From an optimization exercise on the open Yosys and OpenROAD flow, aimed at small area, a short achievable clock period and few clock cycles; shortcuts taken in it are not production practice.
Power and IR drop assume default switching activity.

==> module y86_exec, before the edit <==
module y86_exec(icode, ifun, rA, rB, valC, selA, selB, iniA, iniB, fwdA, fwdB, rf, m_valE, zf, lt, ok,
                act, ft, ftold, taken,
                valA, valE, addr, addr_bad, n_zf, n_lt, cnd, isop, mem, memwr, load, isret, call,
                dstE, dstM);
input [3:0]  icode, ifun, rA, rB;
input [63:0] valC;
input [14:0] selA, selB;
input [8:0]  iniA, iniB;
input        fwdA, fwdB;
input [64*15-1:0] rf;
input [63:0] m_valE;
input        zf, lt, ok;
input        act;
input [3:0]  ft;
input        ftold;
output       taken;
output [63:0] valA, valE;
output [10:0] addr;
output       addr_bad, n_zf, n_lt, cnd, isop, mem, memwr, load, isret, call;
output [3:0] dstE, dstM;
localparam [3:0] RNONE = 4'hF, RSP = 4'h4;
wire i_rr   = (icode == 4'h2);
wire i_ir   = (icode == 4'h3);
wire i_rm   = (icode == 4'h4);
wire i_mr   = (icode == 4'h5);
wire i_op   = (icode == 4'h6);
wire i_call = (icode == 4'h8);
wire i_ret  = (icode == 4'h9);
wire i_push = (icode == 4'hA);
wire i_pop  = (icode == 4'hB);
wire [63:0] valB;
y86_rdport rpa(.sel(selA), .ini(iniA), .rf(rf), .fwd(fwdA), .fval(m_valE), .val(valA));
y86_rdport rpb(.sel(selB), .ini(iniB), .rf(rf), .fwd(fwdB), .fval(m_valE), .val(valB));
reg [63:0] aluA, aluB;
always @(*) begin
    case (icode)
        4'h2, 4'h6:        aluA = valA;
        4'h3, 4'h4, 4'h5:  aluA = valC;
        4'h8, 4'hA:        aluA = -64'd8;
        4'h9, 4'hB:        aluA = 64'd8;
        default:           aluA = 64'd0;
    endcase
    case (icode)
        4'h4, 4'h5, 4'h6, 4'h8, 4'h9, 4'hA, 4'hB: aluB = valB;
        default:                                  aluB = 64'd0;
    endcase
end
wire [1:0] fn = i_op ? ifun[1:0] : 2'b00;
wire big;
y86_alu alu(.fn(fn), .a(aluA), .b(aluB), .e(valE), .zf(n_zf), .lt(n_lt), .big(big));
assign isop = i_op;
wire [1:0] fl = {n_zf, n_lt};
assign taken = (act & i_op) ? ft[fl] : ftold;
reg c;
always @(*) begin
    case (ifun)
        4'h0: c = 1'b1;
        4'h1: c = lt | zf;
        4'h2: c = lt;
        4'h3: c = zf;
        4'h4: c = ~zf;
        4'h5: c = ~lt;
        4'h6: c = ~lt & ~zf;
        default: c = 1'b0;
    endcase
end
assign cnd = c;
assign memwr = i_rm | i_push | i_call;
assign mem   = ok & (i_mr | i_pop | i_ret | memwr);
assign load  = i_mr | i_pop;
assign isret = i_ret;
assign call  = i_call;
wire spaddr = i_pop | i_ret;
assign addr = spaddr ? valB[10:0] : valE[10:0];
assign addr_bad = spaddr ? (valB > 64'd2000) : big;
assign dstE = (i_op | i_ir | (i_rr & c)) ? rB :
              (i_call | i_ret | i_push | i_pop) ? RSP : RNONE;
assign dstM = (i_mr | i_pop) ? rA : RNONE;
endmodule
==> module y86_alu, before the edit <==
module y86_alu(fn, a, b, e, zf, lt, big);
input [1:0] fn;
input [63:0] a, b;
output [63:0] e;
output zf, lt;
output big;      
wire sub = (fn == 2'b01);
wire [63:0] a2 = sub ? ~a : a;
wire [63:0] p = b ^ a2;
wire [63:0] g = b & a2;
wire [63:0] G [0:6];
wire [63:0] P [0:6];
assign G[0] = {g[63:1], g[0] | (p[0] & sub)};
assign P[0] = p;
genvar k, i;
generate
for (k = 0; k < 6; k = k + 1) begin : lvl
    for (i = 0; i < 64; i = i + 1) begin : bt
        if (((i >> k) & 1) == 1) begin : comb
            assign G[k+1][i] = G[k][i] | (P[k][i] & G[k][((i >> k) << k) - 1]);
            assign P[k+1][i] = P[k][i] & P[k][((i >> k) << k) - 1];
        end else begin : pass
            assign G[k+1][i] = G[k][i];
            assign P[k+1][i] = P[k][i];
        end
    end
end
endgenerate
wire [64:0] c = {G[6], sub};      
wire [63:0] sum = p ^ c[63:0];
assign e = (fn == 2'b10) ? g : (fn == 2'b11) ? p : sum;
wire [63:0] zneed = {a2[62:0] | b[62:0], sub};
wire zhi = &(p[63:12] ~^ zneed[63:12]);
wire z_sum = zhi & (&(p[11:0] ~^ zneed[11:0]));
wire [10:0] sl = sum[10:0];
assign big = ~(zhi & (p[11] ~^ c[11])) |
             (&sl[10:6] & (sl[5] | (sl[4] & (|sl[3:0]))));
wire z_and = ~|g;
wire z_xor = ~|p;
assign zf = (fn == 2'b10) ? z_and : (fn == 2'b11) ? z_xor : z_sum;
assign lt = (fn == 2'b10) ? g[63] : (fn == 2'b11) ? p[63] : (p[63] ^ c[64]);
endmodule
==> flow/config.mk <==
export PLATFORM = sky130hd
export DESIGN_NAME = y86_pipe
export DESIGN_NICKNAME = y86_pipe
export VERILOG_FILES = /design/flow/design.v
export SDC_FILE = /design/flow/constraint.sdc
export NUM_CORES = 8
export LEC_CHECK = 0
export CAP_MARGIN = 20
export CORE_MARGIN = 2
export CORE_UTILIZATION = 55
export SLEW_MARGIN = 20
export SYNTH_HIERARCHICAL = 1
==> flow/constraint.sdc <==
create_clock -name core_clock -period 28.0 [get_ports {clk}]
set_input_delay 5.6000 -clock core_clock [delete_from_list [all_inputs] [get_ports {clk}]]
set_output_delay 5.6000 -clock core_clock [all_outputs]
set_load 0.01 [all_outputs]
standard.sh (not shown) runs the stock make flow with config.mk's settings and CLKGATE_MAP_FILE= SYNTH_SCRIPT=/design/flow/synth_recipe.tcl, a recipe that flattens the netlist after the stock synthesis.
==> flow/flow/run.sh <==
#!/bin/bash
# The standard ORFS layout (the standard.sh, unchanged synthesis) with:
#  - repair_timing asked to leave extra setup slack (sized for a faster clock),
#    without gate cloning;
#  - ports buffered with buf_2 cells;
#  - clock tree: larger sink clusters and no dummy balancing loads.
# The log of the ORFS run is kept in standard.log; ORFS's per-step logs are
# under orfs/logs.
set -e
bash standard.sh SETUP_SLACK_MARGIN=21.0 SKIP_GATE_CLONING=1 \
  "BUFFER_PORTS_ARGS=-buffer_cell sky130_fd_sc_hd__buf_2" \
  "CTS_ARGS=-sink_clustering_enable -repair_clock_nets -dont_use_dummy_load -sink_clustering_size 22 -sink_clustering_max_diameter 80" \
  finish > standard.log 2>&1
The starting point passed the timing, design-rule and antenna checks.
==> next run, changes <==
--- a/flow/design.v
+++ b/flow/design.v
@@ -345,6 +345,5 @@
 end
 wire [1:0] fn = i_op ? ifun[1:0] : 2'b00;
-wire big;
-y86_alu alu(.fn(fn), .a(aluA), .b(aluB), .e(valE), .zf(n_zf), .lt(n_lt), .big(big));
+y86_alu alu(.fn(fn), .a(aluA), .b(aluB), .e(valE), .zf(n_zf), .lt(n_lt));
 assign isop = i_op;
 wire [1:0] fl = {n_zf, n_lt};
@@ -371,5 +370,5 @@
 wire spaddr = i_pop | i_ret;
 assign addr = spaddr ? valB[10:0] : valE[10:0];
-assign addr_bad = spaddr ? (valB > 64'd2000) : big;
+assign addr_bad = spaddr ? (valB > 64'd2000) : (valE > 64'd2000);
 assign dstE = (i_op | i_ir | (i_rr & c)) ? rB :
               (i_call | i_ret | i_push | i_pop) ? RSP : RNONE;
@@ -390,10 +389,9 @@
 end
 endmodule
-module y86_alu(fn, a, b, e, zf, lt, big);
+module y86_alu(fn, a, b, e, zf, lt);
 input [1:0] fn;
 input [63:0] a, b;
 output [63:0] e;
 output zf, lt;
-output big;      
 wire sub = (fn == 2'b01);
 wire [63:0] a2 = sub ? ~a : a;
@@ -408,7 +406,7 @@
 for (k = 0; k < 6; k = k + 1) begin : lvl
     for (i = 0; i < 64; i = i + 1) begin : bt
-        if (((i >> k) & 1) == 1) begin : comb
-            assign G[k+1][i] = G[k][i] | (P[k][i] & G[k][((i >> k) << k) - 1]);
-            assign P[k+1][i] = P[k][i] & P[k][((i >> k) << k) - 1];
+        if (i >= (1 << k)) begin : comb
+            assign G[k+1][i] = G[k][i] | (P[k][i] & G[k][i - (1 << k)]);
+            assign P[k+1][i] = P[k][i] & P[k][i - (1 << k)];
         end else begin : pass
             assign G[k+1][i] = G[k][i];
@@ -422,9 +420,5 @@
 assign e = (fn == 2'b10) ? g : (fn == 2'b11) ? p : sum;
 wire [63:0] zneed = {a2[62:0] | b[62:0], sub};
-wire zhi = &(p[63:12] ~^ zneed[63:12]);
-wire z_sum = zhi & (&(p[11:0] ~^ zneed[11:0]));
-wire [10:0] sl = sum[10:0];
-assign big = ~(zhi & (p[11] ~^ c[11])) |
-             (&sl[10:6] & (sl[5] | (sl[4] & (|sl[3:0]))));
+wire z_sum = &(p ~^ zneed);
 wire z_and = ~|g;
 wire z_xor = ~|p;
Result:
- via count rose by 6.6%
- combinational power rose by about 8%
- synthesized cell count rose by 4.7%
- total power rose by 1.8%
- die area rose by about 1.4%
- final cell count rose by 4.6%
- design area rose by 3.4%
- maximum frequency rose by about 2.8%
- global-route usage rose by 2.0 points
- critical path depth fell by 15
- wire length rose by 7.0%
- worst setup slack improves by 0.21 ns
- sequential cell count is unchanged
No run of this note included a check of the RTL's function; only the layout flow was run.

-- re-timing with driven ports --
The flow's constraints put no driver on any port. The routed layouts listed below were extracted and timed again, unchanged, in two steps.
Step 1: set_driving_cell puts a clkbuf_16 on clk and a buf_2 on each other input, an assumption about the parent block.
Step 2 adds t to the input delays and takes it off the output delays; t is the mean of the earliest and latest rising clock arrival at the registers after step 1. Input paths then give back, and output paths get back, about the clock's delay inside the block.
Slacks: ideal / step 1 / step 2; pairs: ideal / step 1.
run | t (ns) | setup WS [ns] | slew at the worst register clock pin (ns)
the first run | 0.730 | 20.448 / 20.448 / 19.941 | 0.10 / 0.10
the second run | 0.744 | 20.653 / 20.708 / 19.964 | 0.10 / 0.10
After both steps setup and hold are still met in every run listed. The setup slack of the second run, which loses most, moves by +0.055 ns with the drivers and by -0.689 ns with both steps.
